Context: an optimization exercise on an open-source flow, tuned for small area. The choices shown serve that exercise and are no tape-out recipe. In this exercise RTL edits were held to simulation tests only and were not proved equivalent to the original. No activity file was given, so power comes from the tool's default toggle rates.

## old
==> flow/design.v <==
module Decoder_7_segment(
    input [3:0] in,
    output [6:0] seg
    );
    wire d3 = in[3], d2 = in[2], d1 = in[1], d0 = in[0];
    assign seg[6] = (~d3 & ~d2 & ~d1 & d0) | (d2 & ~d1 & ~d0);
    assign seg[5] = d2 & (d1 ^ d0);
    assign seg[4] = ~d2 & d1 & ~d0;
    assign seg[3] = (~d3 & ~d2 & ~d1 & d0) | (d2 & ~(d1 ^ d0));
    assign seg[2] = d0 | (d2 & ~d1);
    assign seg[1] = (~d2 & d1) | (d1 & d0) | (~d3 & ~d2 & d0);
    assign seg[0] = (~d3 & ~d2 & ~d1) | (d2 & d1 & d0);
endmodule
module debounce(
    input clk_in, pb,
    output reg pb_out,
    input rst
);
    reg [19:0] count;
    reg pb_sync_0, pb_sync_1, pb_stable;
    wire eq = (pb_sync_1 == pb_stable);
    wire gt = (|count[19:7]) |
              (count[6] & count[5] & (count[4] | count[3] | (count[2] & (count[1] | count[0]))));
    always @(posedge clk_in) begin
        count <= eq ? 20'd0 : count + 20'd1;
        if (rst) begin
            pb_sync_0 <= 1'b0;
            pb_sync_1 <= 1'b0;
            pb_stable <= 1'b0;
            pb_out <= 1'b0;
        end else begin
            pb_sync_0 <= pb;
            pb_sync_1 <= pb_sync_0;
            if (!eq && gt)
                pb_stable <= pb_sync_1;
            pb_out <= pb_sync_1 & ~pb_stable;
        end
    end
endmodule
module sevenseg_driver(
        input clk,
        input clr,
        input [3:0] in1,
        input [3:0] in2,
        input [3:0] in3,
        input [3:0] in4,
        output [6:0] seg,
        output [3:0] an
        );
        reg [11:0] cnt;
        reg started;
        reg [3:0] digit;
        wire load = &cnt[9:0];
        wire [1:0] st = cnt[11:10];
        reg [3:0] sel;
        always @(*) begin
            case (st)
                2'd0: sel = in1;
                2'd1: sel = in2;
                2'd2: sel = in3;
                default: sel = in4;
            endcase
        end
        always @(posedge clk) begin
            if (clr) begin
                cnt <= 12'h200;
                started <= 1'b0;
                digit <= 4'd8;
            end else begin
                cnt <= cnt + 12'd1;
                if (load) begin
                    started <= 1'b1;
                    digit <= sel;
                end
            end
        end
        assign an[3] = started & (st != 2'd1);
        assign an[2] = started & (st != 2'd2);
        assign an[1] = started & (st != 2'd3);
        assign an[0] = started & (st != 2'd0);
        Decoder_7_segment dec(digit, seg);
endmodule
module digital_clock(
    input clk,
    input en,         
    input srst,       
    input clr,        
    input hrup,
    input minup,
    output reg [3:0] s1,
    output reg [2:0] s2,
    output reg [3:0] m1,
    output reg [2:0] m2,
    output reg [3:0] h1,
    output reg [1:0] h2
    );
    reg [9:0] clkc;
    wire pre_end = &{clkc[9:5], clkc[3]};
    wire adv  = en & ~clr & ~minup & ~hrup;
    wire tick = adv & pre_end;
    wire s1_9 = s1[3] & s1[0];
    wire s2_5 = s2[2] & s2[0];
    wire m1_9 = m1[3] & m1[0];
    wire m2_5 = m2[2] & m2[0];
    wire h1_9 = h1[3] & h1[0];
    wire h_23 = h2[1] & h1[1] & h1[0];
    wire inc_s1 = tick;
    wire inc_s2 = tick & s1_9;
    wire inc_m1 = minup | (inc_s2 & s2_5);
    wire inc_m2 = inc_m1 & m1_9;
    wire inc_h  = (hrup & ~minup) | (inc_s2 & s2_5 & m1_9 & m2_5);
    wire clear = srst | clr;
    always @(posedge clk) begin
        if (srst)
            clkc <= 10'd0;
        else if (adv)
            clkc <= pre_end ? 10'd0 : clkc + 10'd1;
        if (clear) begin
            s1 <= 0; s2 <= 0; m1 <= 0; m2 <= 0; h1 <= 0; h2 <= 0;
        end else begin
            if (inc_s1) s1 <= s1_9 ? 4'd0 : s1 + 4'd1;
            if (inc_s2) s2 <= s2_5 ? 3'd0 : s2 + 3'd1;
            if (inc_m1) m1 <= m1_9 ? 4'd0 : m1 + 4'd1;
            if (inc_m2) m2 <= m2_5 ? 3'd0 : m2 + 3'd1;
            if (inc_h) begin
                if (h_23) begin
                    h1 <= 4'd0; h2 <= 2'd0;
                end else if (h1_9) begin
                    h1 <= 4'd0; h2 <= h2 + 2'd1;
                end else
                    h1 <= h1 + 4'd1;
            end
        end
    end
endmodule
module Top_Module(
    input clk,  
    input rst,  
    input sw,  
    input btnC,  
    input btnU,  
    input btnR,  
    output [6:0] seg,
    output [3:0] an,
    output [7:0] led  
);
wire [3:0] s1, m1, h1;
wire [2:0] s2, m2;
wire [1:0] h2;
reg hrup, minup;
wire btnCclr, btnUclr, btnRclr;
reg btnUclr_prev, btnRclr_prev;
debounce dbC(clk, btnC, btnCclr, rst);
debounce dbU(clk, btnU, btnUclr, rst);  
debounce dbR(clk, btnR, btnRclr, rst);  
sevenseg_driver seg7(clk, rst, {2'b00, h2}, h1, {1'b0, m2}, m1, seg, an);
digital_clock clock(clk, sw, rst, btnCclr, hrup, minup, s1, s2, m1, m2, h1, h2);
always @(posedge clk) begin
    btnUclr_prev <= btnUclr;
    btnRclr_prev <= btnRclr;
    if (rst) begin
        hrup <= 1'b0;
        minup <= 1'b0;
    end else begin
        hrup <= btnUclr & ~btnUclr_prev;
        minup <= btnRclr & ~btnRclr_prev;
    end
end
assign led[7:0] = {1'b0, s2, s1};
endmodule
clock: 10.0 ns
lec_check: 0
cap_margin: 20
core_margin: 2
core_utilization: 60
cts_buf_list: sky130_fd_sc_hd__clkbuf_8
cts_cluster_diameter: 200
cts_cluster_size: 40
slew_margin: 20
run.sh (not shown) runs the stock make flow with config.mk's settings and CLKGATE_MAP_FILE= SYNTH_SCRIPT=/design/flow/synth_recipe.tcl, a recipe that flattens the netlist after the stock synthesis.
## Diff of input files: new against old
Settings: clearing CTS_CLUSTER_SIZE, which used to be 40; clearing CTS_CLUSTER_DIAMETER, which used to be 200; clearing CTS_BUF_LIST, which used to be sky130_fd_sc_hd__clkbuf_8; swapping 60 for 40 in CORE_UTILIZATION.
==> run summary <==
Sum of met3 wire segment lengths after detailed routing of new exceeds that of old by a little under 10%.
Diff old -> new: count of clock-buffer cells in the layout increased 5; number of cells in the finished layout apart from fillers increased about 6%.
The tap cell count of new exceeds that of old by 51.
new has switching power summed over all nets above what old had.
Slack of the critical path, new and old: higher on new
Sort new and old by routed length on met2, ascending, and new comes first.
Looking at top contributor to total power, the sequential cells result is from old; the the clock network one comes from new.
new vs. old: cell area climbed 280 sq um, switching part of the total power dropped 3.9 points, routed length per instance dropped 3.5%, global placer's final weighted congestion dropped 0.039.

## what the ideal ports hide
No port has a modelled driver above. Below, the same layouts with a new extraction and two added sets of constraints. Step 1 assumes that a clkbuf_16 drives the clock port and a buf_2 every other input. Step 2 times the ports against the registers' clock, not the clock port: input delays grow and output delays shrink by t, the midpoint of the rising clock arrivals with the driver on. a / b / c = no drivers / after step 1 / after step 2; a / b = the first two.
run | t (ns) | slack for setup (ns) | worst setup path at the end
old | 0.462 | 6.068 / 6.035 / 5.788 | input to register
new | 0.455 | 6.076 / 6.034 / 5.780 | input to register
After both steps every run listed still meets setup and hold. For new, which loses most, drivers alone change the setup slack by -0.042 ns; drivers and shift together by -0.296 ns.
